From an optimization exercise on the open Yosys and OpenROAD flow, aimed at small area and a short achievable clock period; shortcuts taken in it are not production practice.
Only simulation tests tie the RTL to the original design; equivalence was not proved.
Power figures rest on the tool's default switching activity, not on a simulated workload.

### flow/run.sh
#!/bin/bash
# Standard ORFS layout with the standard synthesis unchanged. Port buffers are
# sky130_fd_sc_hd__buf_2, and timing repair is asked to reach a setup slack of
# 12.00 ns at the design's own clock period and constraints.
set -euo pipefail
export SETUP_SLACK_MARGIN=12.00
export BUFFER_PORTS_ARGS="-buffer_cell sky130_fd_sc_hd__buf_2"
bash standard.sh synth > synth.log 2>&1
bash standard.sh > layout.log 2>&1
### standard.sh
#!/bin/bash
# synth_recipe.tcl (not shown) runs the flow's synth.tcl, then flattens the netlist and writes it again
# the make line also repeats each setting of config.mk as NAME=value (left out here)
make -C /OpenROAD-flow-scripts/flow DESIGN_CONFIG=/design/flow/config.mk WORK_HOME=/design/flow/orfs CLKGATE_MAP_FILE= SYNTH_SCRIPT=/design/flow/synth_recipe.tcl "${@:-finish}"
### design.v
module RGB_to_Gray(input CLK, input [7:0] R, input [7:0] G, input [7:0] B, input In_Valid, output reg [7:0] Gray, output reg Out_Valid);
    reg [7:0] r, g, b; reg v0;
    always @(posedge CLK) begin r <= R; g <= G; b <= B; v0 <= In_Valid; end
    wire w8 = ({r[7], r[6], r[5], r[4], r[3], r[2], r[1], r[0]} >= 8'd2);
    wire w9 = ({r[7], r[6], r[5], r[4], r[3], r[2], r[1], r[0]} >= 8'd4);
    wire w10 = ({r[7], r[6], r[5], r[4], r[3], r[2], r[1], r[0]} >= 8'd7);
    wire w11 = ({r[7], r[6], r[5], r[4], r[3], r[2], r[1], r[0]} >= 8'd14);
    wire w12 = ({r[7], r[6], r[5], r[4], r[3], r[2], r[1], r[0]} >= 8'd27);
    wire w13 = ({r[7], r[6], r[5], r[4], r[3], r[2], r[1], r[0]} >= 8'd54);
    wire w14 = ({r[7], r[6], r[5], r[4], r[3], r[2], r[1], r[0]} >= 8'd108);
    wire w15 = ({r[7], r[6], r[5], r[4], r[3], r[2], r[1], r[0]} >= 8'd215);
    wire w24 = ({g[7], g[6], g[5], g[4], g[3], g[2], g[1], g[0]} >= 8'd2);
    wire w25 = ({g[7], g[6], g[5], g[4], g[3], g[2], g[1], g[0]} >= 8'd4);
    wire w26 = ({g[7], g[6], g[5], g[4], g[3], g[2], g[1], g[0]} >= 8'd7);
    wire w27 = ({g[7], g[6], g[5], g[4], g[3], g[2], g[1], g[0]} >= 8'd14);
    wire w28 = ({g[7], g[6], g[5], g[4], g[3], g[2], g[1], g[0]} >= 8'd28);
    wire w29 = ({g[7], g[6], g[5], g[4], g[3], g[2], g[1], g[0]} >= 8'd55);
    wire w30 = ({g[7], g[6], g[5], g[4], g[3], g[2], g[1], g[0]} >= 8'd110);
    wire w31 = ({g[7], g[6], g[5], g[4], g[3], g[2], g[1], g[0]} >= 8'd219);
    wire w41 = ({b[7], b[6], b[5], b[4], b[3], b[2], b[1], b[0]} >= 8'd3);
    wire w42 = ({b[7], b[6], b[5], b[4], b[3], b[2], b[1], b[0]} >= 8'd5);
    wire w43 = ({b[7], b[6], b[5], b[4], b[3], b[2], b[1], b[0]} >= 8'd9);
    wire w44 = ({b[7], b[6], b[5], b[4], b[3], b[2], b[1], b[0]} >= 8'd18);
    wire w45 = ({b[7], b[6], b[5], b[4], b[3], b[2], b[1], b[0]} >= 8'd36);
    wire w46 = ({b[7], b[6], b[5], b[4], b[3], b[2], b[1], b[0]} >= 8'd71);
    wire w47 = ({b[7], b[6], b[5], b[4], b[3], b[2], b[1], b[0]} >= 8'd141);
    wire w48_0, w48_1; ha u48 (r[2], r[1], w48_0, w48_1);
    wire w49_0, w49_1; fa u49 (r[3], r[2], r[1], w49_0, w49_1);
    wire w50_0, w50_1; fa u50 (r[4], r[3], r[2], w50_0, w50_1);
    wire w51_0, w51_1; fa u51 (r[5], r[4], r[3], w51_0, w51_1);
    wire w52_0, w52_1; fa u52 (r[6], r[5], r[4], w52_0, w52_1);
    wire w53_0, w53_1; fa u53 (r[7], r[6], r[5], w53_0, w53_1);
    wire w54_0, w54_1; ha u54 (r[1], r[0], w54_0, w54_1);
    wire w55_0, w55_1; fa u55 (r[0], w48_0, w11, w55_0, w55_1);
    wire w56_0, w56_1; fa u56 (w48_1, w12, w49_0, w56_0, w56_1);
    wire w57_0, w57_1; fa u57 (w49_1, w13, w50_0, w57_0, w57_1);
    wire w58_0, w58_1; fa u58 (w50_1, w14, w51_0, w58_0, w58_1);
    wire w59_0, w59_1; fa u59 (w51_1, w15, w52_0, w59_0, w59_1);
    wire w60_0, w60_1; fa u60 (r[0], w52_1, w53_0, w60_0, w60_1);
    wire w61_0, w61_1; ha u61 (r[0], w9, w61_0, w61_1);
    wire w62_0, w62_1; fa u62 (w54_0, w10, w61_1, w62_0, w62_1);
    wire w63_0, w63_1; fa u63 (w54_1, w55_0, w62_1, w63_0, w63_1);
    wire w64_0, w64_1; fa u64 (w55_1, w56_0, w63_1, w64_0, w64_1);
    wire w65_0, w65_1; fa u65 (w56_1, w57_0, w64_1, w65_0, w65_1);
    wire w66_0, w66_1; fa u66 (w57_1, w58_0, w65_1, w66_0, w66_1);
    wire w67_0, w67_1; fa u67 (w58_1, w59_0, w66_1, w67_0, w67_1);
    wire w68_0, w68_1; fa u68 (p59_1_1, p60_0_1, p67_1_1, w68_0, w68_1);
    wire w69_0, w69_1; ha u69 (g[4], g[0], w69_0, w69_1);
    wire w70_0, w70_1; fa u70 (g[5], g[1], w31, w70_0, w70_1);
    wire w71_0, w71_1; fa u71 (g[6], g[2], g[0], w71_0, w71_1);
    wire w72_0, w72_1; ha u72 (g[0], w26, w72_0, w72_1);
    wire w73_0, w73_1; fa u73 (g[1], w27, w72_1, w73_0, w73_1);
    wire w74_0, w74_1; fa u74 (g[2], w28, w73_1, w74_0, w74_1);
    wire w75_0, w75_1; fa u75 (g[3], w29, w74_1, w75_0, w75_1);
    wire w76_0, w76_1; fa u76 (w69_0, w30, w75_1, w76_0, w76_1);
    wire w77_0, w77_1; fa u77 (w69_1, w70_0, w76_1, w77_0, w77_1);
    wire w78_0, w78_1; fa u78 (p70_1_1, p71_0_1, p77_1_1, w78_0, w78_1);
    wire w79 = ~w8;
    wire w80 = w61_0 & w79;
    wire w81 = ~w24;
    wire w82 = w25 & w81;
    wire w83 = ~w9;
    wire w84 = w62_0 & w83;
    wire w85 = ~w25;
    wire w86 = w72_0 & w85;
    wire w87 = ~w10;
    wire w88 = w63_0 & w87;
    wire w89 = ~w26;
    wire w90 = w73_0 & w89;
    wire w91 = ~w11;
    wire w92 = w64_0 & w91;
    wire w93 = ~w27;
    wire w94 = w74_0 & w93;
    wire w95 = ~w12;
    wire w96 = w65_0 & w95;
    wire w97 = ~w28;
    wire w98 = w75_0 & w97;
    wire w99 = ~w13;
    wire w100 = w66_0 & w99;
    wire w101 = ~w29;
    wire w102 = w76_0 & w101;
    wire w103 = ~w14;
    wire w104 = p67_0_1 & p103_0_1;
    wire w105 = ~w30;
    wire w106 = w77_0 & w105;
    wire w107 = ~w15;
    wire w108 = w68_0 & p107_0_1;
    wire w109 = ~p31_0_1;
    wire w110 = w78_0 & w109;
    wire w111_0, w111_1; ha u111 (r[7], r[6], w111_0, w111_1);
    wire w112_0, w112_1; fa u112 (r[7], r[2], r[0], w112_0, w112_1);
    wire w113_0, w113_1; fa u113 (g[7], g[3], g[1], w113_0, w113_1);
    wire w114_0, w114_1; fa u114 (r[3], r[1], r[0], w114_0, w114_1);
    wire w115_0, w115_1; fa u115 (r[4], r[2], r[1], w115_0, w115_1);
    wire w116_0, w116_1; fa u116 (r[5], r[3], r[2], w116_0, w116_1);
    wire w117_0, w117_1; ha u117 (r[0], g[6], w117_0, w117_1);
    wire w118_0, w118_1; fa u118 (r[6], r[4], r[3], w118_0, w118_1);
    wire w119_0, w119_1; fa u119 (r[1], g[7], g[5], w119_0, w119_1);
    wire w120_0, w120_1; fa u120 (r[7], r[5], r[4], w120_0, w120_1);
    wire w121_0, w121_1; ha u121 (r[2], g[6], w121_0, w121_1);
    wire w122_0, w122_1; fa u122 (r[6], r[5], r[3], w122_0, w122_1);
    wire w123_0, w123_1; ha u123 (g[7], g[6], w123_0, w123_1);
    wire w124_0, w124_1; fa u124 (r[7], r[6], r[4], w124_0, w124_1);
    wire w125_0, w125_1; ha u125 (r[0], g[7], w125_0, w125_1);
    wire w126_0, w126_1; ha u126 (r[7], r[5], w126_0, w126_1);
    wire w127_0, w127_1; ha u127 (r[5], r[2], w127_0, w127_1);
    wire w128_0, w128_1; fa u128 (r[6], r[3], r[2], w128_0, w128_1);
    wire w129_0, w129_1; fa u129 (r[7], r[4], r[3], w129_0, w129_1);
    wire w130_0, w130_1; fa u130 (r[5], r[4], r[1], w130_0, w130_1);
    wire w131_0, w131_1; fa u131 (r[6], r[5], r[2], w131_0, w131_1);
    wire w132_0, w132_1; ha u132 (r[7], r[6], w132_0, w132_1);
    wire w133_0, w133_1; fa u133 (r[1], w111_0, w53_1, w133_0, w133_1);
    wire w134_0, w134_1; fa u134 (g[0], w111_1, w71_1, w134_0, w134_1);
    wire w135_0, w135_1; ha u135 (w112_0, w113_0, w135_0, w135_1);
    wire w136_0, w136_1; fa u136 (g[4], g[2], g[1], w136_0, w136_1);
    wire w137_0, w137_1; fa u137 (w112_1, w113_1, w114_0, w137_0, w137_1);
    wire w138_0, w138_1; fa u138 (g[5], g[3], g[2], w138_0, w138_1);
    wire w139_0, w139_1; fa u139 (g[0], w114_1, w115_0, w139_0, w139_1);
    wire w140_0, w140_1; fa u140 (g[4], g[3], g[1], w140_0, w140_1);
    wire w141_0, w141_1; fa u141 (w117_0, w115_1, w116_0, w141_0, w141_1);
    wire w142_0, w142_1; fa u142 (g[4], g[2], w117_1, w142_0, w142_1);
    wire w143_0, w143_1; fa u143 (w116_1, w118_0, w119_0, w143_0, w143_1);
    wire w144_0, w144_1; fa u144 (g[5], g[3], w121_0, w144_0, w144_1);
    wire w145_0, w145_1; fa u145 (w118_1, w119_1, w120_0, w145_0, w145_1);
    wire w146_0, w146_1; fa u146 (g[4], g[0], w121_1, w146_0, w146_1);
    wire w147_0, w147_1; fa u147 (w123_0, w120_1, w122_0, w147_0, w147_1);
    wire w148_0, w148_1; fa u148 (g[5], g[1], w123_1, w148_0, w148_1);
    wire w149_0, w149_1; fa u149 (w125_0, w122_1, w124_0, w149_0, w149_1);
    wire w150_0, w150_1; fa u150 (r[1], g[6], g[2], w150_0, w150_1);
    wire w151_0, w151_1; fa u151 (w125_1, w126_0, w124_1, w151_0, w151_1);
    wire w152_0, w152_1; fa u152 (r[6], r[2], g[7], w152_0, w152_1);
    wire w153_0, w153_1; fa u153 (g[3], g[0], w126_1, w153_0, w153_1);
    wire w154_0, w154_1; fa u154 (r[7], r[3], r[0], w154_0, w154_1);
    wire w155_0, w155_1; fa u155 (g[4], g[1], g[0], w155_0, w155_1);
    wire w156_0, w156_1; fa u156 (r[4], r[1], r[0], w156_0, w156_1);
    wire w157_0, w157_1; fa u157 (g[5], g[2], g[1], w157_0, w157_1);
    wire w158_0, w158_1; fa u158 (r[1], g[6], g[3], w158_0, w158_1);
    wire w159_0, w159_1; fa u159 (g[2], g[0], w127_0, w159_0, w159_1);
    wire w160_0, w160_1; fa u160 (g[7], g[4], g[3], w160_0, w160_1);
    wire w161_0, w161_1; fa u161 (g[1], w127_1, w128_0, w161_0, w161_1);
    wire w162_0, w162_1; fa u162 (r[0], g[5], g[4], w162_0, w162_1);
    wire w163_0, w163_1; fa u163 (g[2], w128_1, w129_0, w163_0, w163_1);
    wire w164_0, w164_1; fa u164 (g[6], g[5], g[3], w164_0, w164_1);
    wire w165_0, w165_1; fa u165 (g[0], w129_1, w130_0, w165_0, w165_1);
    wire w166_0, w166_1; fa u166 (g[7], g[6], g[4], w166_0, w166_1);
    wire w167_0, w167_1; fa u167 (g[1], w130_1, w131_0, w167_0, w167_1);
    wire w168_0, w168_1; fa u168 (r[3], g[7], g[5], w168_0, w168_1);
    wire w169_0, w169_1; fa u169 (g[2], w132_0, w131_1, w169_0, w169_1);
    wire w170_0, w170_1; fa u170 (r[7], r[4], g[6], w170_0, w170_1);
    wire w171_0, w171_1; ha u171 (g[3], w132_1, w171_0, w171_1);
    wire w172_0, w172_1; ha u172 (r[5], g[7], w172_0, w172_1);
    wire w173_0, w173_1; ha u173 (w133_0, w60_1, w173_0, w173_1);
    wire w174_0, w174_1; fa u174 (w133_1, w135_0, w134_0, w174_0, w174_1);
    wire w175_0, w175_1; fa u175 (w136_0, w135_1, w134_1, w175_0, w175_1);
    wire w176_0, w176_1; fa u176 (w136_1, w138_0, w137_1, w176_0, w176_1);
    wire w177_0, w177_1; fa u177 (w138_1, w140_0, w139_1, w177_0, w177_1);
    wire w178_0, w178_1; fa u178 (w140_1, w142_0, w141_1, w178_0, w178_1);
    wire w179_0, w179_1; fa u179 (w142_1, w144_0, w143_1, w179_0, w179_1);
    wire w180_0, w180_1; fa u180 (w144_1, w146_0, w145_1, w180_0, w180_1);
    wire w181_0, w181_1; fa u181 (w146_1, w148_0, w147_1, w181_0, w181_1);
    wire w182_0, w182_1; fa u182 (w150_0, w148_1, w149_1, w182_0, w182_1);
    wire w183_0, w183_1; fa u183 (w150_1, w152_0, w153_0, w183_0, w183_1);
    wire w184_0, w184_1; fa u184 (w152_1, w154_0, w155_0, w184_0, w184_1);
    wire w185_0, w185_1; fa u185 (w154_1, w155_1, w156_0, w185_0, w185_1);
    wire w186_0, w186_1; fa u186 (w156_1, w157_1, w158_0, w186_0, w186_1);
    wire w187_0, w187_1; fa u187 (w158_1, w160_0, w159_1, w187_0, w187_1);
    wire w188_0, w188_1; fa u188 (w160_1, w162_0, w161_1, w188_0, w188_1);
    wire w189_0, w189_1; fa u189 (w162_1, w164_0, w163_1, w189_0, w189_1);
    wire w190_0, w190_1; fa u190 (w164_1, w166_0, w165_1, w190_0, w190_1);
    wire w191_0, w191_1; fa u191 (w166_1, w168_0, w167_1, w191_0, w191_1);
    wire w192_0, w192_1; fa u192 (w168_1, w170_0, w171_0, w192_0, w192_1);
    wire w193_0, w193_1; fa u193 (g[4], w172_0, w170_1, w193_0, w193_1);
    wire w194_0, w194_1; ha u194 (r[6], g[5], w194_0, w194_1);
    wire w195_0, w195_1; ha u195 (p173_0_1, w110, w195_0, w195_1);
    wire w196_0, w196_1; fa u196 (p173_1_1, p174_0_1, w78_1, w196_0, w196_1);
    wire w197_0, w197_1; fa u197 (w137_0, w174_1, w175_0, w197_0, w197_1);
    wire w198_0, w198_1; fa u198 (w139_0, w175_1, w176_0, w198_0, w198_1);
    wire w199_0, w199_1; fa u199 (w141_0, w176_1, w177_0, w199_0, w199_1);
    wire w200_0, w200_1; fa u200 (w143_0, w177_1, w178_0, w200_0, w200_1);
    wire w201_0, w201_1; fa u201 (w145_0, w178_1, w179_0, w201_0, w201_1);
    wire w202_0, w202_1; fa u202 (w147_0, w179_1, w180_0, w202_0, w202_1);
    wire w203_0, w203_1; fa u203 (w149_0, w180_1, w181_0, w203_0, w203_1);
    wire w204_0, w204_1; fa u204 (w151_0, w181_1, w182_0, w204_0, w204_1);
    wire w205_0, w205_1; fa u205 (w151_1, w183_0, w182_1, w205_0, w205_1);
    wire w206_0, w206_1; fa u206 (w153_1, w184_0, w183_1, w206_0, w206_1);
    wire w207_0, w207_1; fa u207 (w157_0, w184_1, w185_0, w207_0, w207_1);
    wire w208_0, w208_1; fa u208 (w159_0, w185_1, w186_0, w208_0, w208_1);
    wire w209_0, w209_1; fa u209 (w186_1, w161_0, w187_0, w209_0, w209_1);
    wire w210_0, w210_1; fa u210 (w163_0, w187_1, w188_0, w210_0, w210_1);
    wire w211_0, w211_1; fa u211 (w165_0, w188_1, w189_0, w211_0, w211_1);
    wire w212_0, w212_1; fa u212 (w167_0, w189_1, w190_0, w212_0, w212_1);
    wire w213_0, w213_1; fa u213 (w169_0, w190_1, w191_0, w213_0, w213_1);
    wire w214_0, w214_1; fa u214 (w169_1, w192_0, w191_1, w214_0, w214_1);
    wire w215_0, w215_1; fa u215 (w171_1, w193_0, w192_1, w215_0, w215_1);
    wire w216_0, w216_1; fa u216 (w172_1, w194_0, w193_1, w216_0, w216_1);
    wire w217_0, w217_1; fa u217 (r[7], g[6], w194_1, w217_0, w217_1);
    wire w219 = w205_1 & w206_0;
    wire w220 = w206_1 | w207_0;
    wire w221 = w206_1 & w207_0;
    wire w222 = w207_1 | w208_0;
    wire w223 = w207_1 & w208_0;
    wire w224 = w208_1 | w209_0;
    wire w225 = w208_1 & w209_0;
    wire w226 = w209_1 | w210_0;
    wire w227 = w209_1 & w210_0;
    wire w228 = w210_1 | w211_0;
    wire w229 = w210_1 & w211_0;
    wire w230 = w211_1 | w212_0;
    wire w231 = w211_1 & w212_0;
    wire w232 = w212_1 | w213_0;
    wire w233 = w212_1 & w213_0;
    wire w234 = p213_1_1 | p214_0_1;
    wire w235 = p213_1_1 & p214_0_1;
    wire w236 = p214_1_1 | p215_0_1;
    wire w237 = p214_1_1 & p215_0_1;
    wire w238 = p215_1_1 | p216_0_1;
    wire w239 = p215_1_1 & p216_0_1;
    wire w240 = p216_1_1 | p217_0_1;
    wire w241 = p216_1_1 & p217_0_1;
    wire w242 = p217_1_1 | p23_0_1;
    wire w243 = p217_1_1 & p23_0_1;
    wire w244 = w221 | (w220 & w219);
    wire w246 = w225 | (w224 & w223);
    wire w247 = w224 & w222;
    wire w248 = w229 | (w228 & w227);
    wire w249 = w228 & w226;
    wire w250 = w233 | (w232 & w231);
    wire w251 = w232 & w230;
    wire w252 = w237 | (w236 & w235);
    wire w253 = w236 & w234;
    wire w254 = w241 | (w240 & w239);
    wire w255 = w240 & w238;
    wire w258 = w246 | (w247 & w244);
    wire w260 = w231 | (w230 & w248);
    wire w261 = w230 & w249;
    wire w262 = w250 | (w251 & w248);
    wire w263 = w251 & w249;
    wire w264 = w239 | (w238 & w252);
    wire w265 = w238 & w253;
    wire w266 = w254 | (w255 & w252);
    wire w267 = w255 & w253;
    wire w268 = w227 | (w226 & w258);
    wire w270 = w248 | (w249 & w258);
    wire w272 = w260 | (w261 & w258);
    wire w274 = w262 | (w263 & w258);
    wire w276 = w243 | (w242 & w266);
    wire w277 = w242 & w267;
    wire w278 = w235 | (w234 & p274_0_1);
    wire w280 = w252 | (w253 & p274_0_1);
    wire w282 = w264 | (w265 & p274_0_1);
    wire w284 = w266 | (w267 & p274_0_1);
    wire w286 = w276 | (w277 & p274_0_1);
    wire w288 = |{w210_1, w211_1, w212_1, w213_1, w214_1, w215_1, w216_1, w217_1, w211_0, w212_0, w213_0, w214_0, w215_0, w216_0, w217_0, g[7], w268};
    wire w289 = |{w211_1, w212_1, w213_1, w214_1, w215_1, w216_1, w217_1, w212_0, w213_0, w214_0, w215_0, w216_0, w217_0, g[7], w270};
    wire w290 = |{w212_1, w213_1, w214_1, w215_1, w216_1, w217_1, w213_0, w214_0, w215_0, w216_0, w217_0, g[7], w272};
    wire w291 = |{p213_1_1, p214_1_1, p215_1_1, p216_1_1, p217_1_1, p214_0_1, p215_0_1, p216_0_1, p217_0_1, p23_0_1, p274_0_1};
    wire w292 = |{p214_1_1, p215_1_1, p216_1_1, p217_1_1, p215_0_1, p216_0_1, p217_0_1, p23_0_1, w278};
    wire w293 = |{p215_1_1, p216_1_1, p217_1_1, p216_0_1, p217_0_1, p23_0_1, w280};
    wire w294 = |{p216_1_1, p217_1_1, p217_0_1, p23_0_1, w282};
    wire w295 = |{p217_1_1, p23_0_1, w284};
    wire w296 = |{w286};
    wire w297 = ~b[0];
    wire w298 = ~b[1];
    wire w299 = ~b[2];
    wire w300 = ~b[3];
    wire w301 = ~b[4];
    wire w302 = ~b[5];
    wire w303 = ~b[6];
    wire w304 = ~b[7];
    wire w305_0, w305_1; fa u305 (b[6], b[4], b[2], w305_0, w305_1);
    wire w306_0, w306_1; ha u306 (b[7], b[5], w306_0, w306_1);
    wire w307_0, w307_1; ha u307 (b[6], b[4], w307_0, w307_1);
    wire w308_0, w308_1; ha u308 (b[7], b[5], w308_0, w308_1);
    wire w309_0, w309_1; ha u309 (b[4], b[2], w309_0, w309_1);
    wire w310_0, w310_1; fa u310 (b[5], b[3], b[1], w310_0, w310_1);
    wire w311_0, w311_1; fa u311 (w297, w47, w305_0, w311_0, w311_1);
    wire w312_0, w312_1; fa u312 (b[3], w298, w306_0, w312_0, w312_1);
    wire w313_0, w313_1; fa u313 (b[0], w299, w306_1, w313_0, w313_1);
    wire w314_0, w314_1; fa u314 (b[1], w300, w307_1, w314_0, w314_1);
    wire w315_0, w315_1; fa u315 (b[6], b[2], w301, w315_0, w315_1);
    wire w316_0, w316_1; ha u316 (b[2], b[0], w316_0, w316_1);
    wire w317_0, w317_1; fa u317 (b[3], b[1], w44, w317_0, w317_1);
    wire w318_0, w318_1; fa u318 (b[0], w309_0, w45, w318_0, w318_1);
    wire w319_0, w319_1; fa u319 (w309_1, w46, w310_0, w319_0, w319_1);
    wire w320; xn u320 (w310_1, w311_0, w320);
    wire w321 = w310_1 | w311_0;
    wire w322_0, w322_1; fa u322 (w305_1, w312_0, w311_1, w322_0, w322_1);
    wire w323_0, w323_1; fa u323 (w307_0, w312_1, w313_0, w323_0, w323_1);
    wire w324_0, w324_1; fa u324 (w308_0, w313_1, w314_0, w324_0, w324_1);
    wire w325_0, w325_1; fa u325 (w308_1, w315_0, w314_1, w325_0, w325_1);
    wire w326_0, w326_1; ha u326 (b[0], w41, w326_0, w326_1);
    wire w327_0, w327_1; fa u327 (b[1], w42, w326_1, w327_0, w327_1);
    wire w328_0, w328_1; fa u328 (w316_0, w43, w327_1, w328_0, w328_1);
    wire w329_0, w329_1; fa u329 (w316_1, w317_0, w328_1, w329_0, w329_1);
    wire w330_0, w330_1; fa u330 (w317_1, w318_0, w329_1, w330_0, w330_1);
    wire w331_0, w331_1; fa u331 (w318_1, w319_0, w330_1, w331_0, w331_1);
    wire w332_0, w332_1; fa u332 (w319_1, w320, w331_1, w332_0, w332_1);
    wire w333_0, w333_1; fa u333 (p321_0_1, p322_0_1, p332_1_1, w333_0, w333_1);
    wire w334_0, w334_1; fa u334 (p322_1_1, p323_0_1, w333_1, w334_0, w334_1);
    wire w335_0, w335_1; fa u335 (p323_1_1, p324_0_1, w334_1, w335_0, w335_1);
    wire w336_0, w336_1; fa u336 (p324_1_1, p325_0_1, w335_1, w336_0, w336_1);
    wire w337 = ~w42;
    wire w338 = w328_0 & w337;
    wire w339 = w338 & w288;
    wire w340 = ~p339_0_1;
    wire w341 = ~w43;
    wire w342 = w329_0 & w341;
    wire w343 = w342 & w289;
    wire w344 = ~p343_0_1;
    wire w345 = ~w44;
    wire w346 = w330_0 & w345;
    wire w347 = p346_0_1 & p290_0_1;
    wire w348 = ~w347;
    wire w349 = ~w45;
    wire w350 = w331_0 & w349;
    wire w351 = p350_0_1 & w291;
    wire w352 = ~w351;
    wire w353 = ~w46;
    wire w354 = w332_0 & w353;
    wire w355 = p354_0_1 & w292;
    wire w356 = ~w355;
    wire w357 = ~w47;
    wire w358 = w333_0 & p357_0_1;
    wire w359 = w358 & w293;
    wire w360 = ~w359;
    wire w361 = w334_0 & w294;
    wire w362 = ~w361;
    wire w363 = w335_0 & w295;
    wire w364 = ~w363;
    wire w365 = w336_0 & w296;
    wire w366 = ~w365;
    wire w367_0, w367_1; fa u367 (b[7], b[3], w302, w367_0, w367_1);
    wire w368_0, w368_1; ha u368 (w297, w315_1, w368_0, w368_1);
    wire w369_0, w369_1; ha u369 (b[4], w303, w369_0, w369_1);
    wire w370_0, w370_1; ha u370 (b[7], b[5], w370_0, w370_1);
    wire w371_0, w371_1; ha u371 (b[6], b[1], w371_0, w371_1);
    wire w372_0, w372_1; ha u372 (b[7], b[2], w372_0, w372_1);
    wire w373_0, w373_1; fa u373 (w367_0, w368_0, w325_1, w373_0, w373_1);
    wire w374_0, w374_1; fa u374 (w298, w369_0, w367_1, w374_0, w374_1);
    wire w375_0, w375_1; ha u375 (w368_1, w197_0, w375_0, w375_1);
    wire w376_0, w376_1; fa u376 (b[5], w304, w299, w376_0, w376_1);
    wire w377_0, w377_1; fa u377 (w369_1, w197_1, w198_0, w377_0, w377_1);
    wire w378_0, w378_1; fa u378 (b[6], w300, w198_1, w378_0, w378_1);
    wire w379 = ~w199_0;
    wire w380_0, w380_1; fa u380 (b[7], w301, w297, w380_0, w380_1);
    wire w381_0, w381_1; ha u381 (w199_1, w200_0, w381_0, w381_1);
    wire w382_0, w382_1; fa u382 (w302, w298, w200_1, w382_0, w382_1);
    wire w383_0, w383_1; fa u383 (b[0], w303, w299, w383_0, w383_1);
    wire w384_0, w384_1; fa u384 (b[1], w304, w300, w384_0, w384_1);
    wire w385_0, w385_1; fa u385 (b[2], b[0], w301, w385_0, w385_1);
    wire w386_0, w386_1; ha u386 (w203_1, w204_0, w386_0, w386_1);
    wire w387_0, w387_1; fa u387 (b[3], b[1], w302, w387_0, w387_1);
    wire w388; xn u388 (w204_1, w205_0, w388);
    wire w389 = w204_1 | w205_0;
    wire w390_0, w390_1; fa u390 (b[4], b[2], w303, w390_0, w390_1);
    wire w391_0, w391_1; fa u391 (w297, w206_0, w205_1, w391_0, w391_1);
    wire w392_0, w392_1; fa u392 (b[5], b[3], w304, w392_0, w392_1);
    wire w393_0, w393_1; fa u393 (w298, w207_0, w206_1, w393_0, w393_1);
    wire w394_0, w394_1; fa u394 (b[6], b[4], w299, w394_0, w394_1);
    wire w395; xn u395 (w207_1, w208_0, w395);
    wire w396 = w207_1 | w208_0;
    wire w397_0, w397_1; fa u397 (b[0], w300, w370_0, w397_0, w397_1);
    wire w398; xn u398 (w208_1, w209_0, w398);
    wire w399 = w208_1 | w209_0;
    wire w400_0, w400_1; fa u400 (w301, w370_1, w371_0, w400_0, w400_1);
    wire w401; xn u401 (w209_1, w210_0, w401);
    wire w402 = w209_1 | w210_0;
    wire w403_0, w403_1; fa u403 (w302, w371_1, w372_0, w403_0, w403_1);
    wire w404; xn u404 (w210_1, w211_0, w404);
    wire w405 = w210_1 | w211_0;
    wire w406_0, w406_1; fa u406 (b[3], w303, w372_1, w406_0, w406_1);
    wire w407; xn u407 (w211_1, w212_0, w407);
    wire w408 = w211_1 | w212_0;
    wire w409_0, w409_1; fa u409 (b[4], w304, w212_1, w409_0, w409_1);
    wire w410 = ~w213_0;
    wire w411_0, w411_1; ha u411 (b[5], w213_1, w411_0, w411_1);
    wire w412_0, w412_1; ha u412 (p38_0_1, p215_0_1, w412_0, w412_1);
    wire w413_0, w413_1; ha u413 (p39_0_1, p216_0_1, w413_0, w413_1);
    wire w414_0, w414_1; ha u414 (w80, w338, w414_0, w414_1);
    wire w415_0, w415_1; fa u415 (w82, w84, w342, w415_0, w415_1);
    wire w416_0, w416_1; fa u416 (p86_0_1, p88_0_1, p346_0_1, w416_0, w416_1);
    wire w417_0, w417_1; fa u417 (p90_0_1, p92_0_1, p350_0_1, w417_0, w417_1);
    wire w418_0, w418_1; fa u418 (p94_0_1, p96_0_1, p354_0_1, w418_0, w418_1);
    wire w419_0, w419_1; fa u419 (p98_0_1, p100_0_1, w358, w419_0, w419_1);
    wire w420_0, w420_1; fa u420 (p102_0_1, w104, w334_0, w420_0, w420_1);
    wire w421_0, w421_1; fa u421 (p106_0_1, w108, w335_0, w421_0, w421_1);
    wire w422_0, w422_1; fa u422 (w68_1, w195_0, w336_0, w422_0, w422_1);
    wire w423_0, w423_1; fa u423 (p373_0_1, w196_0, w195_1, w423_0, w423_1);
    wire w424_0, w424_1; fa u424 (w374_0, w373_1, w375_0, w424_0, w424_1);
    wire w425_0, w425_1; fa u425 (w376_0, w374_1, w375_1, w425_0, w425_1);
    wire w426_0, w426_1; fa u426 (w376_1, w379, w377_1, w426_0, w426_1);
    wire w427_0, w427_1; fa u427 (w380_0, w199_0, w378_1, w427_0, w427_1);
    wire w428_0, w428_1; fa u428 (w380_1, w201_0, w381_1, w428_0, w428_1);
    wire w429_0, w429_1; fa u429 (w383_0, w201_1, w202_0, w429_0, w429_1);
    wire w430_0, w430_1; fa u430 (w383_1, w384_0, w202_1, w430_0, w430_1);
    wire w431_0, w431_1; fa u431 (w384_1, w385_0, w386_0, w431_0, w431_1);
    wire w432_0, w432_1; fa u432 (w385_1, w387_0, w388, w432_0, w432_1);
    wire w433_0, w433_1; fa u433 (w387_1, w390_0, w389, w433_0, w433_1);
    wire w434_0, w434_1; fa u434 (w390_1, w392_0, w393_0, w434_0, w434_1);
    wire w435_0, w435_1; fa u435 (w392_1, w394_0, w395, w435_0, w435_1);
    wire w436_0, w436_1; fa u436 (w394_1, w397_0, w396, w436_0, w436_1);
    wire w437_0, w437_1; fa u437 (w397_1, w400_0, w399, w437_0, w437_1);
    wire w438_0, w438_1; fa u438 (w400_1, w403_0, w402, w438_0, w438_1);
    wire w439_0, w439_1; fa u439 (w403_1, w406_0, w405, w439_0, w439_1);
    wire w440_0, w440_1; fa u440 (w406_1, w410, w408, w440_0, w440_1);
    wire w441_0, w441_1; fa u441 (w214_0, w213_0, w411_0, w441_0, w441_1);
    wire w442_0, w442_1; fa u442 (p214_1_1, w412_0, p411_1_1, w442_0, w442_1);
    wire w443_0, w443_1; fa u443 (p215_1_1, w413_0, w412_1, w443_0, w443_1);
    wire w444_0, w444_1; fa u444 (p217_0_1, p216_1_1, w413_1, w444_0, w444_1);
    wire w445_0, w445_1; ha u445 (p23_0_1, p217_1_1, w445_0, w445_1);
    wire w446_0, w446_1; ha u446 (p414_0_1, w340, w446_0, w446_1);
    wire w447_0, w447_1; fa u447 (p414_1_1, p415_0_1, w344, w447_0, w447_1);
    wire w448_0, w448_1; fa u448 (p415_1_1, w416_0, w348, w448_0, w448_1);
    wire w449_0, w449_1; fa u449 (w416_1, w352, w417_0, w449_0, w449_1);
    wire w450_0, w450_1; fa u450 (w417_1, w356, w418_0, w450_0, w450_1);
    wire w451_0, w451_1; fa u451 (w418_1, w360, w419_0, w451_0, w451_1);
    wire w452_0, w452_1; fa u452 (w419_1, w362, w420_0, w452_0, w452_1);
    wire w453_0, w453_1; fa u453 (w420_1, w364, w421_0, w453_0, w453_1);
    wire w454_0, w454_1; fa u454 (w421_1, w366, w422_0, w454_0, w454_1);
    wire w455_0, w455_1; fa u455 (w423_0, w336_1, w422_1, w455_0, w455_1);
    wire w456_0, w456_1; fa u456 (p424_0_1, w196_1, w423_1, w456_0, w456_1);
    wire w457_0, w457_1; fa u457 (w377_0, w424_1, w425_0, w457_0, w457_1);
    wire w458_0, w458_1; fa u458 (p378_0_1, p425_1_1, p426_0_1, w458_0, w458_1);
    wire w459_0, w459_1; fa u459 (w381_0, w426_1, w427_0, w459_0, w459_1);
    wire w460_0, w460_1; fa u460 (w382_0, w427_1, w428_0, w460_0, w460_1);
    wire w461_0, w461_1; fa u461 (w382_1, w429_0, w428_1, w461_0, w461_1);
    wire w462_0, w462_1; fa u462 (w203_0, w429_1, w430_0, w462_0, w462_1);
    wire w463; xn u463 (w430_1, w431_0, w463);
    wire w464 = w430_1 | w431_0;
    wire w465_0, w465_1; fa u465 (w386_1, w432_0, w431_1, w465_0, w465_1);
    wire w466_0, w466_1; fa u466 (w391_0, w432_1, w433_0, w466_0, w466_1);
    wire w467_0, w467_1; fa u467 (w391_1, w433_1, w434_0, w467_0, w467_1);
    wire w468_0, w468_1; fa u468 (w393_1, w435_0, w434_1, w468_0, w468_1);
    wire w469_0, w469_1; fa u469 (w398, w435_1, w436_0, w469_0, w469_1);
    wire w470_0, w470_1; fa u470 (w436_1, w401, w437_0, w470_0, w470_1);
    wire w471_0, w471_1; fa u471 (w404, w437_1, w438_0, w471_0, w471_1);
    wire w472_0, w472_1; fa u472 (w407, w438_1, w439_0, w472_0, w472_1);
    wire w473_0, w473_1; fa u473 (w409_0, w439_1, w440_0, w473_0, w473_1);
    wire w474_0, w474_1; fa u474 (w409_1, w440_1, w441_0, w474_0, w474_1);
    wire w475; xn u475 (p441_1_1, w442_0, w475);
    wire w476 = p441_1_1 | w442_0;
    wire w477; xn u477 (w443_0, w442_1, w477);
    wire w478 = w443_0 | w442_1;
    wire w479; xn u479 (w444_0, w443_1, w479);
    wire w480 = w444_0 | w443_1;
    wire w481; xn u481 (w445_0, w444_1, w481);
    wire w482 = w445_0 | w444_1;
    wire w483 = ~w445_1;
    wire w484 = w446_1 | w447_0;
    wire w485 = w446_1 & w447_0;
    wire w486 = w447_1 | w448_0;
    wire w487 = w447_1 & w448_0;
    wire w488 = w448_1 | w449_0;
    wire w489 = w448_1 & w449_0;
    wire w490 = w449_1 | w450_0;
    wire w491 = w449_1 & w450_0;
    wire w492 = w450_1 | w451_0;
    wire w493 = w450_1 & w451_0;
    wire w494 = w451_1 | w452_0;
    wire w495 = w451_1 & w452_0;
    wire w496 = w452_1 | w453_0;
    wire w497 = w452_1 & w453_0;
    wire w498 = w453_1 | w454_0;
    wire w499 = w453_1 & w454_0;
    wire w500 = w454_1 | w455_0;
    wire w501 = w454_1 & w455_0;
    wire w502 = w455_1 | w456_0;
    wire w503 = w455_1 & w456_0;
    wire w504 = w456_1 | p457_0_1;
    wire w505 = w456_1 & p457_0_1;
    wire w506 = p457_1_1 | w458_0;
    wire w507 = p457_1_1 & w458_0;
    wire w508 = w458_1 | p459_0_1;
    wire w509 = w458_1 & p459_0_1;
    wire w510 = p459_1_1 | p460_0_1;
    wire w511 = p459_1_1 & p460_0_1;
    wire w512 = p460_1_1 | p461_0_1;
    wire w513 = p460_1_1 & p461_0_1;
    wire w514 = w461_1 | w462_0;
    wire w515 = w461_1 & w462_0;
    wire w516 = w462_1 | w463;
    wire w517 = w462_1 & w463;
    wire w518 = w464 | w465_0;
    wire w519 = w464 & w465_0;
    wire w520 = p465_1_1 | p466_0_1;
    wire w521 = p465_1_1 & p466_0_1;
    wire w522 = w466_1 | w467_0;
    wire w523 = w466_1 & w467_0;
    wire w524 = p467_1_1 | p468_0_1;
    wire w525 = p467_1_1 & p468_0_1;
    wire w526 = p468_1_1 | p469_0_1;
    wire w527 = p468_1_1 & p469_0_1;
    wire w528 = w469_1 | w470_0;
    wire w529 = w469_1 & w470_0;
    wire w530 = w470_1 | w471_0;
    wire w531 = w470_1 & w471_0;
    wire w532_0, w532_1; ha u532 (p471_1_1, p472_0_1, w532_0, w532_1);
    wire w533_0, w533_1; ha u533 (p472_1_1, p473_0_1, w533_0, w533_1);
    wire w534_0, w534_1; ha u534 (p473_1_1, p474_0_1, w534_0, w534_1);
    wire w535_0, w535_1; ha u535 (p474_1_1, w475, w535_0, w535_1);
    wire w536_0, w536_1; ha u536 (w476, w477, w536_0, w536_1);
    wire w537_0, w537_1; ha u537 (w478, w479, w537_0, w537_1);
    wire w538_0, w538_1; ha u538 (w480, w481, w538_0, w538_1);
    wire w539_0, w539_1; ha u539 (w482, w483, w539_0, w539_1);
    wire w540 = p531_0_1 | (p530_0_1 & p529_0_1);
    wire w541 = p530_0_1 & p528_0_1;
    wire w542 = w527 | (w526 & w525);
    wire w543 = w526 & w524;
    wire w544 = w540 | (w541 & w542);
    wire w545 = w541 & w543;
    wire w546 = p523_0_1 | (p522_0_1 & w521);
    wire w547 = p522_0_1 & w520;
    wire w548 = w546 | (w547 & p519_0_1);
    wire w549 = w547 & p518_0_1;
    wire w550 = w544 | (w545 & w548);
    wire w551 = w545 & w549;
    wire w552 = w517 | (w516 & w515);
    wire w553 = p516_0_1 & p514_0_1;
    wire w554 = p552_0_1 | (w553 & w513);
    wire w555 = w553 & w512;
    wire w556 = w511 | (w510 & w509);
    wire w557 = w510 & w508;
    wire w558 = w556 | (w557 & w507);
    wire w559 = w557 & w506;
    wire w560 = w554 | (w555 & w558);
    wire w561 = w555 & w559;
    wire w562 = w550 | (w551 & w560);
    wire w563 = w551 & w561;
    wire w564 = w505 | (w504 & w503);
    wire w565 = w504 & w502;
    wire w566 = w564 | (w565 & w501);
    wire w567 = w565 & w500;
    wire w568 = w499 | (w498 & w497);
    wire w569 = w498 & w496;
    wire w570 = w568 | (w569 & w495);
    wire w571 = w569 & w494;
    wire w572 = w566 | (w567 & w570);
    wire w573 = w567 & w571;
    wire w574 = w493 | (w492 & w491);
    wire w575 = w492 & w490;
    wire w576 = w574 | (w575 & w489);
    wire w577 = w575 & w488;
    wire w578 = w487 | (w486 & w485);
    wire w579 = w486 & w484;
    wire w580 = w578 | (w579 & w446_0);
    wire w581 = w576 | (w577 & w580);
    wire w583 = w572 | (w573 & w581);
    wire w585 = w562 | (w563 & w583);
    wire w587 = p532_1_1 | (p532_0_1 & p585_0_1);
    wire w588 = p533_1_1 | (p533_0_1 & w587);
    wire w590 = w535_1 | (w535_0 & w534_1);
    wire w591 = p535_0_1 & p534_0_1;
    wire w592 = p537_1_1 | (p537_0_1 & p536_1_1);
    wire w593 = p537_0_1 & p536_0_1;
    wire w596 = p534_1_1 | (p534_0_1 & w588);
    wire w598 = p590_0_1 | (w591 & w588);
    wire w600 = p538_1_1 | (p538_0_1 & w592);
    wire w601 = p538_0_1 & w593;
    wire w604 = p536_1_1 | (p536_0_1 & w598);
    wire w606 = w592 | (w593 & w598);
    wire w608 = w600 | (w601 & w598);
    wire w612; xr u612 (p532_0_1, p585_0_1, w612);
    wire w613; xr u613 (p533_0_1, w587, w613);
    wire w614; xr u614 (p534_0_1, w588, w614);
    wire w615; xr u615 (p535_0_1, w596, w615);
    wire w616; xr u616 (p536_0_1, w598, w616);
    wire w617; xr u617 (p537_0_1, w604, w617);
    wire w618; xr u618 (p538_0_1, w606, w618);
    wire w619; xr u619 (p539_0_1, w608, w619);
    reg p23_0_1;
    reg p38_0_1;
    reg p39_0_1;
    reg p59_1_1;
    reg p60_0_1;
    reg p67_1_1;
    reg p31_0_1;
    reg p70_1_1;
    reg p71_0_1;
    reg p77_1_1;
    reg p67_0_1;
    reg p103_0_1;
    reg p107_0_1;
    reg p173_0_1;
    reg p173_1_1;
    reg p174_0_1;
    reg p213_1_1;
    reg p214_0_1;
    reg p214_1_1;
    reg p215_0_1;
    reg p215_1_1;
    reg p216_0_1;
    reg p216_1_1;
    reg p217_0_1;
    reg p217_1_1;
    reg p274_0_1;
    reg p321_0_1;
    reg p322_0_1;
    reg p332_1_1;
    reg p322_1_1;
    reg p323_0_1;
    reg p323_1_1;
    reg p324_0_1;
    reg p324_1_1;
    reg p325_0_1;
    reg p339_0_1;
    reg p343_0_1;
    reg p346_0_1;
    reg p290_0_1;
    reg p350_0_1;
    reg p354_0_1;
    reg p357_0_1;
    reg p86_0_1;
    reg p88_0_1;
    reg p90_0_1;
    reg p92_0_1;
    reg p94_0_1;
    reg p96_0_1;
    reg p98_0_1;
    reg p100_0_1;
    reg p102_0_1;
    reg p106_0_1;
    reg p373_0_1;
    reg p411_1_1;
    reg p414_0_1;
    reg p414_1_1;
    reg p415_0_1;
    reg p415_1_1;
    reg p424_0_1;
    reg p378_0_1;
    reg p425_1_1;
    reg p426_0_1;
    reg p441_1_1;
    reg p457_0_1;
    reg p457_1_1;
    reg p459_0_1;
    reg p459_1_1;
    reg p460_0_1;
    reg p460_1_1;
    reg p461_0_1;
    reg p465_1_1;
    reg p466_0_1;
    reg p467_1_1;
    reg p468_0_1;
    reg p468_1_1;
    reg p469_0_1;
    reg p471_1_1;
    reg p472_0_1;
    reg p472_1_1;
    reg p473_0_1;
    reg p473_1_1;
    reg p474_0_1;
    reg p474_1_1;
    reg p531_0_1;
    reg p530_0_1;
    reg p529_0_1;
    reg p528_0_1;
    reg p523_0_1;
    reg p522_0_1;
    reg p519_0_1;
    reg p518_0_1;
    reg p516_0_1;
    reg p514_0_1;
    reg p552_0_1;
    reg p532_1_1;
    reg p532_0_1;
    reg p585_0_1;
    reg p533_1_1;
    reg p533_0_1;
    reg p535_0_1;
    reg p534_1_1;
    reg p534_0_1;
    reg p537_1_1;
    reg p537_0_1;
    reg p536_1_1;
    reg p536_0_1;
    reg p590_0_1;
    reg p538_1_1;
    reg p538_0_1;
    reg p539_0_1;
    always @(posedge CLK) begin
        p23_0_1 <= g[7];
        p38_0_1 <= b[6];
        p39_0_1 <= b[7];
        p59_1_1 <= w59_1;
        p60_0_1 <= w60_0;
        p67_1_1 <= w67_1;
        p31_0_1 <= w31;
        p70_1_1 <= w70_1;
        p71_0_1 <= w71_0;
        p77_1_1 <= w77_1;
        p67_0_1 <= w67_0;
        p103_0_1 <= w103;
        p107_0_1 <= w107;
        p173_0_1 <= w173_0;
        p173_1_1 <= w173_1;
        p174_0_1 <= w174_0;
        p213_1_1 <= w213_1;
        p214_0_1 <= w214_0;
        p214_1_1 <= w214_1;
        p215_0_1 <= w215_0;
        p215_1_1 <= w215_1;
        p216_0_1 <= w216_0;
        p216_1_1 <= w216_1;
        p217_0_1 <= w217_0;
        p217_1_1 <= w217_1;
        p274_0_1 <= w274;
        p321_0_1 <= w321;
        p322_0_1 <= w322_0;
        p332_1_1 <= w332_1;
        p322_1_1 <= w322_1;
        p323_0_1 <= w323_0;
        p323_1_1 <= w323_1;
        p324_0_1 <= w324_0;
        p324_1_1 <= w324_1;
        p325_0_1 <= w325_0;
        p339_0_1 <= w339;
        p343_0_1 <= w343;
        p346_0_1 <= w346;
        p290_0_1 <= w290;
        p350_0_1 <= w350;
        p354_0_1 <= w354;
        p357_0_1 <= w357;
        p86_0_1 <= w86;
        p88_0_1 <= w88;
        p90_0_1 <= w90;
        p92_0_1 <= w92;
        p94_0_1 <= w94;
        p96_0_1 <= w96;
        p98_0_1 <= w98;
        p100_0_1 <= w100;
        p102_0_1 <= w102;
        p106_0_1 <= w106;
        p373_0_1 <= w373_0;
        p411_1_1 <= w411_1;
        p414_0_1 <= w414_0;
        p414_1_1 <= w414_1;
        p415_0_1 <= w415_0;
        p415_1_1 <= w415_1;
        p424_0_1 <= w424_0;
        p378_0_1 <= w378_0;
        p425_1_1 <= w425_1;
        p426_0_1 <= w426_0;
        p441_1_1 <= w441_1;
        p457_0_1 <= w457_0;
        p457_1_1 <= w457_1;
        p459_0_1 <= w459_0;
        p459_1_1 <= w459_1;
        p460_0_1 <= w460_0;
        p460_1_1 <= w460_1;
        p461_0_1 <= w461_0;
        p465_1_1 <= w465_1;
        p466_0_1 <= w466_0;
        p467_1_1 <= w467_1;
        p468_0_1 <= w468_0;
        p468_1_1 <= w468_1;
        p469_0_1 <= w469_0;
        p471_1_1 <= w471_1;
        p472_0_1 <= w472_0;
        p472_1_1 <= w472_1;
        p473_0_1 <= w473_0;
        p473_1_1 <= w473_1;
        p474_0_1 <= w474_0;
        p474_1_1 <= w474_1;
        p531_0_1 <= w531;
        p530_0_1 <= w530;
        p529_0_1 <= w529;
        p528_0_1 <= w528;
        p523_0_1 <= w523;
        p522_0_1 <= w522;
        p519_0_1 <= w519;
        p518_0_1 <= w518;
        p516_0_1 <= w516;
        p514_0_1 <= w514;
        p552_0_1 <= w552;
        p532_1_1 <= w532_1;
        p532_0_1 <= w532_0;
        p585_0_1 <= w585;
        p533_1_1 <= w533_1;
        p533_0_1 <= w533_0;
        p535_0_1 <= w535_0;
        p534_1_1 <= w534_1;
        p534_0_1 <= w534_0;
        p537_1_1 <= w537_1;
        p537_0_1 <= w537_0;
        p536_1_1 <= w536_1;
        p536_0_1 <= w536_0;
        p590_0_1 <= w590;
        p538_1_1 <= w538_1;
        p538_0_1 <= w538_0;
        p539_0_1 <= w539_0;
    end
    reg v1; always @(posedge CLK) v1 <= v0;
    reg v2; always @(posedge CLK) v2 <= v1;
    always @(posedge CLK) begin Gray <= {w619, w618, w617, w616, w615, w614, w613, w612}; Out_Valid <= v2; end
endmodule
module fa(input a, input b, input c, output s, output co);
    assign s = a ^ b ^ c;
    assign co = (a & b) | (a & c) | (b & c);
endmodule
module ha(input a, input b, output s, output co);
    assign s = a ^ b;
    assign co = a & b;
endmodule
module xr(input a, input b, output y);
    assign y = a ^ b;
endmodule
module xn(input a, input b, output y);
    assign y = ~(a ^ b);
endmodule
module ao(input g1, input p1, input g0, output y);
    assign y = g1 | (p1 & g0);
endmodule
module an2(input a, input b, output y);
    assign y = a & b;
endmodule
module or2(input a, input b, output y);
    assign y = a | b;
endmodule
### config.mk
export PLATFORM = sky130hd
export DESIGN_NAME = RGB_to_Gray
export DESIGN_NICKNAME = RGB_to_Gray
export VERILOG_FILES = /design/flow/design.v
export SDC_FILE = /design/flow/constraint.sdc
export NUM_CORES = 8
export LEC_CHECK = 0
export CAP_MARGIN = 20
export CORE_MARGIN = 2
export CORE_UTILIZATION = 60
export CTS_BUF_LIST = sky130_fd_sc_hd__clkbuf_8
export PLACE_DENSITY = 0.75
export SLEW_MARGIN = 20
export SYNTH_HIERARCHICAL = 1
export SYNTH_MINIMUM_KEEP_SIZE = 0
### constraint.sdc
create_clock -name core_clock -period 16.0 [get_ports {CLK}]
set_input_delay 3.2000 -clock core_clock [delete_from_list [all_inputs] [get_ports {CLK}]]
set_output_delay 3.2000 -clock core_clock [all_outputs]
set_load 0.01 [all_outputs]
==> summary.txt, run 1 <==
* Status: complete, no violations
* First-pass DRT Iterations at 5
* Hold Startpoint: v0
* Setup Slack @ Placement at 11.56 ns
* Final WL at around 20 mm
* IO Pins at 35
* CTS tree: done
* Design area at between 10,000 and 15,000 um^2
* Worst-Margin Slew at ~0.84 ns
* Achievable Freq at 244 MHz
* Yosys warnings at 7
* Critical path data required time at 12.80 ns
* Vias in the first global route at ~6,000
* Setup total negative slack at 0 ns
* Reg2reg path depth at 12
* Slew Limit Fails at 0
* Min cycle time layout at 4.10 ns
* Final Cycle Share at between 20 and 30%
* Initial drt markers at between 300 and 400
* Utilization after layout at just under 70%
* Lkg Pwr at between 4 and 5 nW
* Grt met1 use at between 30% and 40%
* CORE AREA at ~15,000 um^2
* Top FF cell, synth: dfxtp_1
* Hold path endpoint: v1
* Ant diodes at 0
* Crit Reg-Reg Endpoint: p354_0_1
* Maximum vdd drop at 0.173 mV
* Worst path slowest cell: dfxtp_2
* Tightest Hold Check Type: reg -> reg
* Mapped Area at around 9400 um^2
* Nets at between 1,000 and 1,500
* Vias at about 5,400
* Most frequent cells in the layout: 218 x fa_1, 123 x dfxtp_1, 47 x ha_1
* Clock sinks at around 150
* Syn Inst Count at about 650
* FF-to-FF Start: b[5]
* Residual DRC at 0
* Global placement routability congestion at 0.906
* Post-Route Skew at around 0.015 ns
* Total die area at about 17,000 um^2
* Worst Path Max Fanout at 1
* Via/cell ratio at 5.80
* Buf/Inv on CP at 1
* Crit end category: primary output
* Critical path cell sequence: buf_6
* Rows at 45
* Layout area overhead at 12.5%
* First-pass GRT wire length at approximately 32 mm
* Syn_nets at 947
* Detailed placer's ending HPWL at around 15 mm
* MaxCap Viol Count at 0
* Root buffer cell: clkbuf_8
* PD cells at around 180 nW/um^2
* Post-DP Area at a little under 10,000 um^2
* EDFF count, synth at 0
* Pin count of the biggest net entering global routing at 17
* GR peak layer: met2
* Clk slew on worst S/H paths at 0.08 ns
* Starting Density at roughly three fifths
* Fraction of layout cells with a size suffix above 1 at about a fifth
* CP peak stage delay at around 0.32 ns
* Unrepaired setup endpoints after global routing: true
* Setup CP Type: reg -> out
* Final Hold Vio Count at 0
* #FFs+latches synth at between 100 and 150
* Post-route ant nets at 0
* Number of H-tree levels at 4
* Gr ovfl total at 0
* GRT Util Overall at between 20% and 30%
* Worst setup SP type: flip-flop
* Pwr Total at 1.89 mW
* Delay-heaviest family, CP: flip-flops
* Share of flip-flops with an asynchronous set or reset at 0%
* CTS Buf Count at 17
* Die Width at about 130 um
* Most common cell after layout, fill and taps aside: fa_1
* Met3 Track Usage GR at 5.61%
* IO Port Bufs at 34
* Post-DR wirelength/cell at between 20 and 25 um
* Antenna violations before repair at 0
* Sequential share of the synthesized area at 31.2%
* Die height at approximately 130 um
* Critical Path AT at 0.90 ns
* Final cell count without fillers at a little over 900
* FF-to-FF setup slack at roughly 12 ns
* Clock buffer depth at 2
* Met2 usage at between 40 and 50%
* Syn_area_per_cell at approximately 14 um^2
* Hold path depth at 0
* Placed cells at roughly 880
* Final WS setup at ~12 ns
* Max_slew headroom at 44.2%
* Min Hold Slack at between 0.3 and 0.4 ns
* Skew-Pair Late Insertion Delay at 0.48 ns
* Setup-failing EPs final at 0
* Post-synth cell types at 43
[routing by layer]
metal / routed length, um / vias up
li1: - / 2332
met1: 8120 / 2838
met2: 9940 / 208
met3: 1140 / 42
met4: 628 / 0
met5: 0 / -
[modules after synthesis (local to each module, per instance)]
| module | copies in the design | area [um^2] | flip-flops and latches | cells inside |
|---|---|---|---|---|
| RGB_to_Gray | 1 | 4180 | 146 | 365 |
| fa | 221 | 20.0 | 0 | 1 |
| ha | 47 | 12.5 | 0 | 1 |
| xn | 12 | 8.76 | 0 | 1 |
| xr | 8 | 8.76 | 0 | 1 |
[worst max path at each step]
stage,cells after the start,endpoint,start
after floorplan,8,p530_0_1,r[3]
after global placement,12,p354_0_1,b[5]
after detailed placement,12,p354_0_1,b[5]
after CTS,1,Gray[7],Gray[7]
after global routing,1,Gray[0],Gray[0]
final,1,Gray[6],Gray[6]
[report_power, final]
part           internal, mW  leakage, nW  switching, mW
Sequential            0.489         1.23         0.0699
Clock                 0.134        0.190          0.150
Combinational         0.508         2.90          0.539
[timing repair]
| item | 4_1_cts | 5_1_grt |
|---|---|---|
| endpoints found under the setup margin | 33 | 19 |
| gates resized for setup | 30 | 24 |
| hold buffers | 0 | 0 |
| setup buffers | 11 | 16 |
| cloned | 0 | 0 |
[cells in the mapped netlist, types with 2 or more instances]
cell type | count | area (um^2)
a21boi_0 | 3 | 22.5
a21o_1 | 8 | 60.1
a21oi_1 | 15 | 75.1
a221o_1 | 2 | 20.0
a221oi_1 | 2 | 17.5
a31o_2 | 3 | 26.3
a31oi_1 | 9 | 56.3
and2_1 | 10 | 62.6
and3_1 | 9 | 56.3
dfxtp_1 | 146 | 2920
fa_1 | 221 | 4420
ha_1 | 47 | 588
inv_1 | 26 | 97.6
maj3_1 | 4 | 40.0
maj3_2 | 5 | 56.3
nand2_1 | 24 | 90.1
nand3_1 | 6 | 30.0
nor2_1 | 24 | 90.1
nor3_1 | 8 | 40.0
nor4_1 | 5 | 31.3
o21ai_0 | 8 | 40.0
o22ai_1 | 5 | 31.3
o31ai_1 | 7 | 52.6
o41ai_1 | 2 | 17.5
or2_2 | 18 | 113
xnor2_1 | 12 | 105
xor2_1 | 8 | 70.1
[cell type report]
cell class | instances | area (um^2)
repair buffers | 62 | 412
multi-input cells | 481 | 6400
flip-flops and latches | 146 | 2990
clock inverters | 13 | 126
clock buffers | 19 | 262
fillers | 1051 | 4670
well taps | 188 | 235
inverters | 26 | 106
[kinds of logic (layout without fill, tap and decap cells)]
family / Yosys count / in the layout / share of synthesized area, %
adder cells (fa/ha/maj): 277 / 277 / 54.6
XOR/XNOR: 20 / 20 / 1.87
flip-flops: 146 / 146 / 31.2
other: 1 / 1 / 0.0400
AND/OR/NAND/NOR: 110 / 110 / 5.91
buffers and inverters: 26 / 120 / 1.04
AO/OA/AOI/OAI: 73 / 73 / 5.37
[sequential cells by signal, indices dropped and copies added (netlist names), 8 cells and up]
register / count
Gray: 8
b: 8
g: 8
r: 8
==> run 2: changes to the inputs <==
==> flow/run.sh (replaced) <==
#!/bin/bash
# Standard ORFS layout with the standard synthesis unchanged. Port buffers are
# sky130_fd_sc_hd__buf_2, and timing repair is asked to reach a setup slack of
# 11.95 ns at the design's own clock period and constraints.
set -euo pipefail
export SETUP_SLACK_MARGIN=11.95
export BUFFER_PORTS_ARGS="-buffer_cell sky130_fd_sc_hd__buf_2"
bash standard.sh synth > synth.log 2>&1
bash standard.sh > layout.log 2>&1
--- a/config.mk
+++ b/config.mk
@@ -8,7 +8,7 @@
 export CAP_MARGIN = 20
 export CORE_MARGIN = 2
-export CORE_UTILIZATION = 60
+export CORE_UTILIZATION = 65
 export CTS_BUF_LIST = sky130_fd_sc_hd__clkbuf_8
-export PLACE_DENSITY = 0.75
+export PLACE_DENSITY = 0.8
 export SLEW_MARGIN = 20
 export SYNTH_HIERARCHICAL = 1
==> run 2 against run 1 <==
Compared with the run above:
- clock skew is 0.0011 ns higher
- still clean on timing, DRC and antenna
- critical path depth stayed put
- combinational power is 5% higher
- setup slack better by 0.010 ns
- final area is 0.34% higher
- maximum frequency is 0.25% higher
- clock power is 2% lower
==> summary.txt, run 2 <==
* Vias at around 5,500
* GRT Util Overall at 30.1%
* IO Pins at 35
* Top FF cell, synth: dfxtp_1
* Setup CP Type: reg -> out
* Sequential share of the synthesized area at roughly 31%
* Pin count of the biggest net entering global routing at 17
* Via/cell ratio at 5.94
* Hold path depth at 0
* Unrepaired setup endpoints after global routing: true
* Vias in the first global route at 6,250
* Antenna violations before repair at 0
* Starting Density at 66.9%
* Slew Limit Fails at 0
* Worst path slowest cell: dfxtp_2
* Tightest Hold Check Type: reg -> reg
* Yosys warnings at 7
* IO Port Bufs at 34
* Maximum vdd drop at roughly 0.14 mV
* Most common cell after layout, fill and taps aside: fa_1
* #FFs+latches synth at between 100 and 150
* Rows at between 40 and 50
* Reg2reg path depth at 8
* Share of flip-flops with an asynchronous set or reset at 0%
* PD cells at 184 nW/um^2
* Utilization after layout at approximately 76%
* First-pass GRT wire length at 32.7 mm
* Crit Reg-Reg Endpoint: p530_0_1
* Root buffer cell: clkbuf_8
* Final Cycle Share at between 20% and 30%
* Syn_area_per_cell at between 10 and 15 um^2
* Delay-heaviest family, CP: flip-flops
* Synth top area share at a little under half
* Hold Startpoint: v1
* Critical path data required time at roughly 13 ns
* Multi-input gate area at 6400 um^2
* Post-DR wirelength/cell at 22.2 um
* Final WL at 20.6 mm
* Setup-failing EPs final at 0
* Initial drt markers at between 400 and 500
* Fraction of layout cells with a size suffix above 1 at ~22%
* Ant diodes at 0
* Mapped Area at roughly 9400 um^2
* Layout area overhead at 12.9%
* Min cycle time layout at slightly above 4 ns
* Clock buffer depth at 2
* Clock sinks at between 100 and 150
* Critical Path AT at just under 0.9 ns
* Residual DRC at 0
* Filler Cell Count at about 860
* Syn Inst Count at 653
* Setup total negative slack at 0 ns
* Die height at between 100 and 150 um
* Gr ovfl total at 0
* Max_slew headroom at 37.2%
* FF-to-FF Start: r[6]
* Syn_nets at approximately 950
* Critical path cell sequence: buf_6
* First-pass DRT Iterations at 5
* Final Hold Vio Count at 0
* Most frequent cells in the layout: 219 x fa_1, 119 x dfxtp_1, 47 x ha_1
* Skew-Pair Late Insertion Delay at roughly 0.47 ns
* Status: complete, no violations
* Number of H-tree levels at 4
* Lkg Pwr at 4.33 nW
* Achievable Freq at 244 MHz
* Post-synth top cells: 221 x fa_1, 146 x dfxtp_1, 47 x ha_1
* FF-to-FF setup slack at approximately 12 ns
* Worst Path Max Fanout at 1
* Design area at around 11,000 um^2
* CTS Buf Count at 17
* Crit end category: primary output
* Post-DP Area at 9770 um^2
* Post-route ant nets at 0
* Nets at 1,031
* Worst setup SP type: flip-flop
* MaxCap Viol Count at 0
* Clk slew on worst S/H paths at 0.08 ns
* Global placement routability congestion at about 0.90
* CTS tree: done
* Pwr Total at roughly 1.9 mW
* Worst-Margin Slew at 0.942 ns
* Register area at between 2000 and 3000 um^2
* Die Width at between 100 and 150 um
* EDFF count, synth at 0
* Top cell type by total area after synthesis: fa_1
* CP peak stage delay at around 0.32 ns
* Buf/Inv on CP at 1
* Detailed placer's ending HPWL at ~16 mm
* Hold path endpoint: v2
* CORE AREA at approximately 14,000 um^2
* Post-synth cell types at 43
* Total die area at 15,400 um^2
* Count leader, synth: fa_1
* Post-Route Skew at roughly 0.016 ns
* Synth top area cells: fa_1 47%, dfxtp_1 31%, ha_1 6.3%
==> run 2: cell counts after synthesis <==
Identical to the previous run, type by type.
==> run 2: worst max-delay path by stage <==
stage	from	to	slack [ns]	cells past startpoint
3_5_place_dp	r[5]	p528_0_1	11.58	8
3_3_place_gp	r[5]	p528_0_1	11.70	8
6_report	Gray[5]	Gray[5]	11.91	1
2_1_floorplan	r[5]	p528_0_1	11.95	8
4_1_cts	Gray[5]	Gray[5]	11.88	1
5_1_grt	b[1]	p354_0_1	11.84	12
==> run 2: kinds of logic (layout without fill, tap and decap cells) <==
family / count (synthesis) / after routing / synth area share (%)
buf+inv: 26 / 123 / 1.04
other cells: 1 / 1 / 0.0400
flops: 146 / 146 / 31.2
compound gates: 73 / 73 / 5.37
simple gates: 110 / 110 / 5.91
fa+ha+maj: 277 / 277 / 54.6
xor+xnor: 20 / 20 / 1.87
==> run 2: stage by stage <==
stage,setup WS [ns],hold WS [ns],std cells
detailed placement,11.58,0.313,867
CTS,11.88,0.332,912
floorplan,11.95,0.310,653
global placement,11.70,0.315,867
global route,11.84,0.337,930
finish,11.91,0.329,930
==> run 2: Yosys stat by module (local to each module, per instance) <==
module	cells inside	times used	cell area, um^2	flops+latches
fa	1	221	20.0	0
xr	1	8	8.76	0
RGB_to_Gray	365	1	4180	146
xn	1	12	8.76	0
ha	1	47	12.5	0
==> run 2: layout make-up <==
cell class / count / area share [%]
multi-input combinational: 481 / 60.6
sequential: 146 / 28.4
timing repair buffer: 65 / 4.29
clock buffer: 17 / 2.21
tap: 180 / 2.13
clock inverter: 15 / 1.37
inverter: 26 / 1.04
==> run 2: worst register-to-register path, cell delays in order (launching register included) <==
cell and delay [ns]:
dfxtp_4 0.40, fa_1 0.50, fa_1 0.39, fa_1 0.51, fa_1 0.47, or2_2 0.37, fa_1 0.53, fa_1 0.43
or2_2 0.31
==> run 2: routing by layer <==
layer	routed length, um	global-route usage, %	up-vias
li1	-	-	2349
met3	1210	6.91	67
met1	7800	37.5	2863
met5	0	0	-
met4	1050	15.2	0
met2	10500	49.8	248
==> run 2: power breakdown <==
| group | internal (mW) | total, mW | switching, mW |
|---|---|---|---|
| logic | 0.527 | 1.10 | 0.571 |
| registers | 0.490 | 0.563 | 0.0731 |
| clock network | 0.126 | 0.279 | 0.153 |
==> run 2: timing repair <==
action | 4_1_cts | 5_1_grt
setup buffers | 13 | 18
endpoints found under the setup margin | 40 | 23
gates resized for setup | 33 | 31
hold buffers | 0 | 0
pin swaps | 1 | 3

re-timing with driven ports:
The flow's constraints put no driver on any port. The routed layouts listed below were extracted and timed again, unchanged, in two steps. Step 1: set_driving_cell puts a clkbuf_16 on CLK and a buf_2 on each other input, an assumption about the parent block. Step 2 adds t to the input delays and takes it off the output delays; t is the mean of the earliest and latest rising clock arrival at the registers after step 1. Input paths then give back, and output paths get back, about the clock's delay inside the block. Slacks: no drivers / after step 1 / after step 2; pairs: no drivers / after step 1.
run | t (ns) | setup slack, ns | worst setup path at the end
run 1 | 0.514 | 11.899 / 11.858 / 12.013 | register to register
run 2 | 0.497 | 11.909 / 11.873 / 11.978 | register to register
After both steps setup and hold are still met in every run listed.
